This is an optimization exercise on Yosys and OpenROAD, whose aim is small area, not a production implementation.
The RTL was checked by simulation tests, not by an equivalence proof against the original design.
The flow treats the clock pin as an ideal source, which a real chip does not have.
Power and IR drop assume default switching activity.

==> flow/design.v (excerpt) <==
module top_microwave(
    input clk,
    input reset,
    input btnC,
    input btnU,
    input btnR,
    input btnL,
    input btnD,
    output [7:0] seg,
    output [3:0] an,
    output PWM_OUT,
    output [1:0] in1_in2,
    output servo,
    output buzzer,
    output [15:0] led
);
export LEC_CHECK = 0
export CAP_MARGIN = 20
export CORE_MARGIN = 2
export CORE_UTILIZATION = 40
export PLACE_DENSITY = 0.6
export SLEW_MARGIN = 20
create_clock -name core_clock -period 120.0 [get_ports {clk}]
standard.sh (not shown) runs the stock make flow with config.mk's settings and CLKGATE_MAP_FILE= SYNTH_SCRIPT=/design/flow/synth_recipe.tcl, a recipe that flattens the netlist after the stock synthesis.
==> flow/flow/run.sh <==
#!/bin/bash
# Own layout flow: the standard ORFS flow (standard.sh) with
#  - synthesis: the standard script, but no adder-cell mapping and an
#    area-oriented abc script (flow/synth.tcl, flow/area.abc);
#  - port buffers: buf_1 instead of the default choice;
#  - CTS: clkbuf_8 buffers, no dummy loads, then clkbuf_4 wherever the
#    flip-flop clock pins stay well under the slew limit (flow/post_cts.tcl).
# Every tool's output goes to logs under orfs/logs/ (ORFS) and to flow.log here.
set -euo pipefail
here="$(pwd)"
bash standard.sh \
  SYNTH_SCRIPT="$here/flow/synth.tcl" \
  ADDER_MAP_FILE= \
  BUFFER_PORTS_ARGS="-buffer_cell sky130_fd_sc_hd__buf_1" \
  CTS_ARGS="-sink_clustering_enable -repair_clock_nets -buf_list sky130_fd_sc_hd__clkbuf_8 -dont_use_dummy_load" \
  POST_CTS_TCL="$here/flow/post_cts.tcl" \
  finish > "$here/flow.log" 2>&1
Other scripts of this flow, unchanged in this note and not shown: flow/flow/area.abc, flow/flow/post_cts.tcl, flow/flow/synth.tcl
The starting point completed without violations.
Edit:
--- a/flow/design.v
+++ b/flow/design.v
@@ -199,40 +199,44 @@
             add10 <= U_p & state[0] & ~state[2];               
             add60 <= R_p & state[0] & ~state[2];
             set30 <= C_p & st_idle & set_zero;
             start <= C_p & ~state[1] & ~state[2] & ~set_zero & ~door_open;    
             pause <= st_run & (C_p | door_open);
             resume <= C_p & st_pause & ~door_open;
             clear <= D_p;
             motor_enable <= st_run;
             idle_anim <= st_idle & set_zero;
         end
     end
-    wire [12:0] X_step = {X[11:0], ~(X[12] ^ X[9])};
-    wire X_anim_end = ~X[12] & ~X[11] & X[10] & X[9] & ~X[7] & ~X[6] & ~X[5] & ~X[4] & ~X[3] & ~X[1] & ~X[0];
-    wire X_blink_end = X[11] & X[10] & X[9] & X[8] & X[7] & X[6] & ~X[5] & ~X[3] & ~X[2] & X[1] & ~X[0];
+    wire [12:0] X_step = {X[11:0], ~(X[12] ^ X[4] ^ X[1] ^ X[0])};
+    wire X_anim_end = X[12] & ~X[10] & ~X[9] & ~X[8] & ~X[7] & ~X[6] & X[5] & X[4] & ~X[3] & X[2] & ~X[1] & ~X[0];
+    wire X_blink_end = ~X[12] & X[11] & X[9] & X[8] & X[7] & X[5] & X[4] & X[3] & ~X[2] & ~X[1] & X[0];
     wire alarm_act = (Y[3] | Y[2] | Y[1] | Y[0]) & ~(Y[3] & (Y[2] | (Y[1] & Y[0])));
     always @(posedge clk, posedge reset) begin
         if (reset) begin
             X <= 0;
             Y <= 0;
         end else if (idle_anim) begin
             if (X_anim_end) begin
                 X <= 0;
                 Y <= Y[3] ? Y + 1'b1 : 4'd11;
             end else
                 X <= X_step;
         end else if (st_done) begin
-            if (X_blink_end) X <= 0;
-            else X <= X_step;
-            if (Y10 | X_blink_end) Y <= Y + 1'b1;
+            if (Y10)
+                Y <= Y + 1'b1;
+            else if (X_blink_end) begin
+                X <= 0;
+                Y <= Y + 1'b1;
+            end else
+                X <= X_step;
         end else begin
             X <= 0;
             Y <= 0;
         end
     end
     wire s_add1 = add10 & set_can10;
     wire s_add6 = ~s_add1 & add60 & set_can60;
     wire s_c0 = s_add1 ? is9(s0) : ge4(s0);
     wire s_c1 = s_c0 & is9(s1);
     always @(posedge clk, posedge reset) begin
         if (reset) begin
@@ -356,23 +360,21 @@
     wire sg = dA | (~dB & dC) | (dB & ~dC) | (dC & ~dD);
     wire [7:0] seg_n = {1'b1, ~sg, ~sf, ~se, ~sd, ~sc, ~sb, ~sa};
     wire [7:0] seg_a = {2'b11,
                         ~(Y[2] & Y[1] & Y[0]),
                         ~(Y[2] & Y[1] & ~Y[0]),
                         ~(Y[2] & ~Y[1] & Y[0]),
                         ~(Y[2] & ~Y[1] & ~Y[0]),
                         ~(Y[3] & ~Y[2]),
                         Y[3]};
     assign seg = idle_anim ? seg_a : seg_n;
     assign an = idle_anim ? 4'b0000 : ~(4'b0001 << sel);
-    wire [6:0] rem_lo_a = {r1, 3'b000} + {2'b00, r1, 1'b0} + {3'b000, r0};
-    wire [6:0] rem_lo_b = {r2[0], 6'b0} + {r2[1:0], 5'b0} + {r2, 2'b0} + {r3[0], 6'b0} + {r3, 5'b0} + {1'b0, r3, 3'b0};
-    wire [6:0] rem_lo = rem_lo_a + rem_lo_b;
+    wire [6:0] rem_lo = r3 * 7'd104 + r2 * 7'd100 + r1 * 7'd10 + r0;    
     assign led[0] = L_s;
     assign led[1] = 1'b0;
     assign led[2] = door_toggle;
     assign led[3] = door_open;
     assign led[6:4] = state;
     assign led[7] = t_run;
     assign led[8] = motor_enable;
     assign led[15:9] = rem_lo;
 endmodule
Outcome:
- utilization rises by 0.23 points
- routed wire length rises by a few percent
- setup slack is worse by 0.38 ns
- count of clock-buffer cells in the layout stays the same
- power falls slightly
- cell count rises slightly
- die area rises slightly
- critical path depth does not change
- first-iteration DRC count falls by a quarter to a third
- via count rises by a few percent
- final area rises slightly

==> separate check: timing with driven ports <==
In the flow no input, the clock included, has a driving cell. The finished layouts below were timed again as built, in two steps.
Step 1: set_driving_cell puts a clkbuf_16 on clk and a buf_2 on each other input, an assumption about the parent block.
Step 2, shift: input delay + t, output delay - t, t = (earliest + latest rising clock arrival at the registers) / 2. This alone moves slack from input paths to output paths.
Slacks: ideal / step 1 / step 2; pairs: ideal / step 1.
run | t (ns) | setup WS [ns] | worst setup path at the end | cell pins on the clock port's net
the first run | 0.568 | 92.784 / 92.747 / 93.315 | register to output | 1
the second run | 0.556 | 92.403 / 92.365 / 92.921 | register to output | 1
After both steps setup and hold are still met in every run listed.
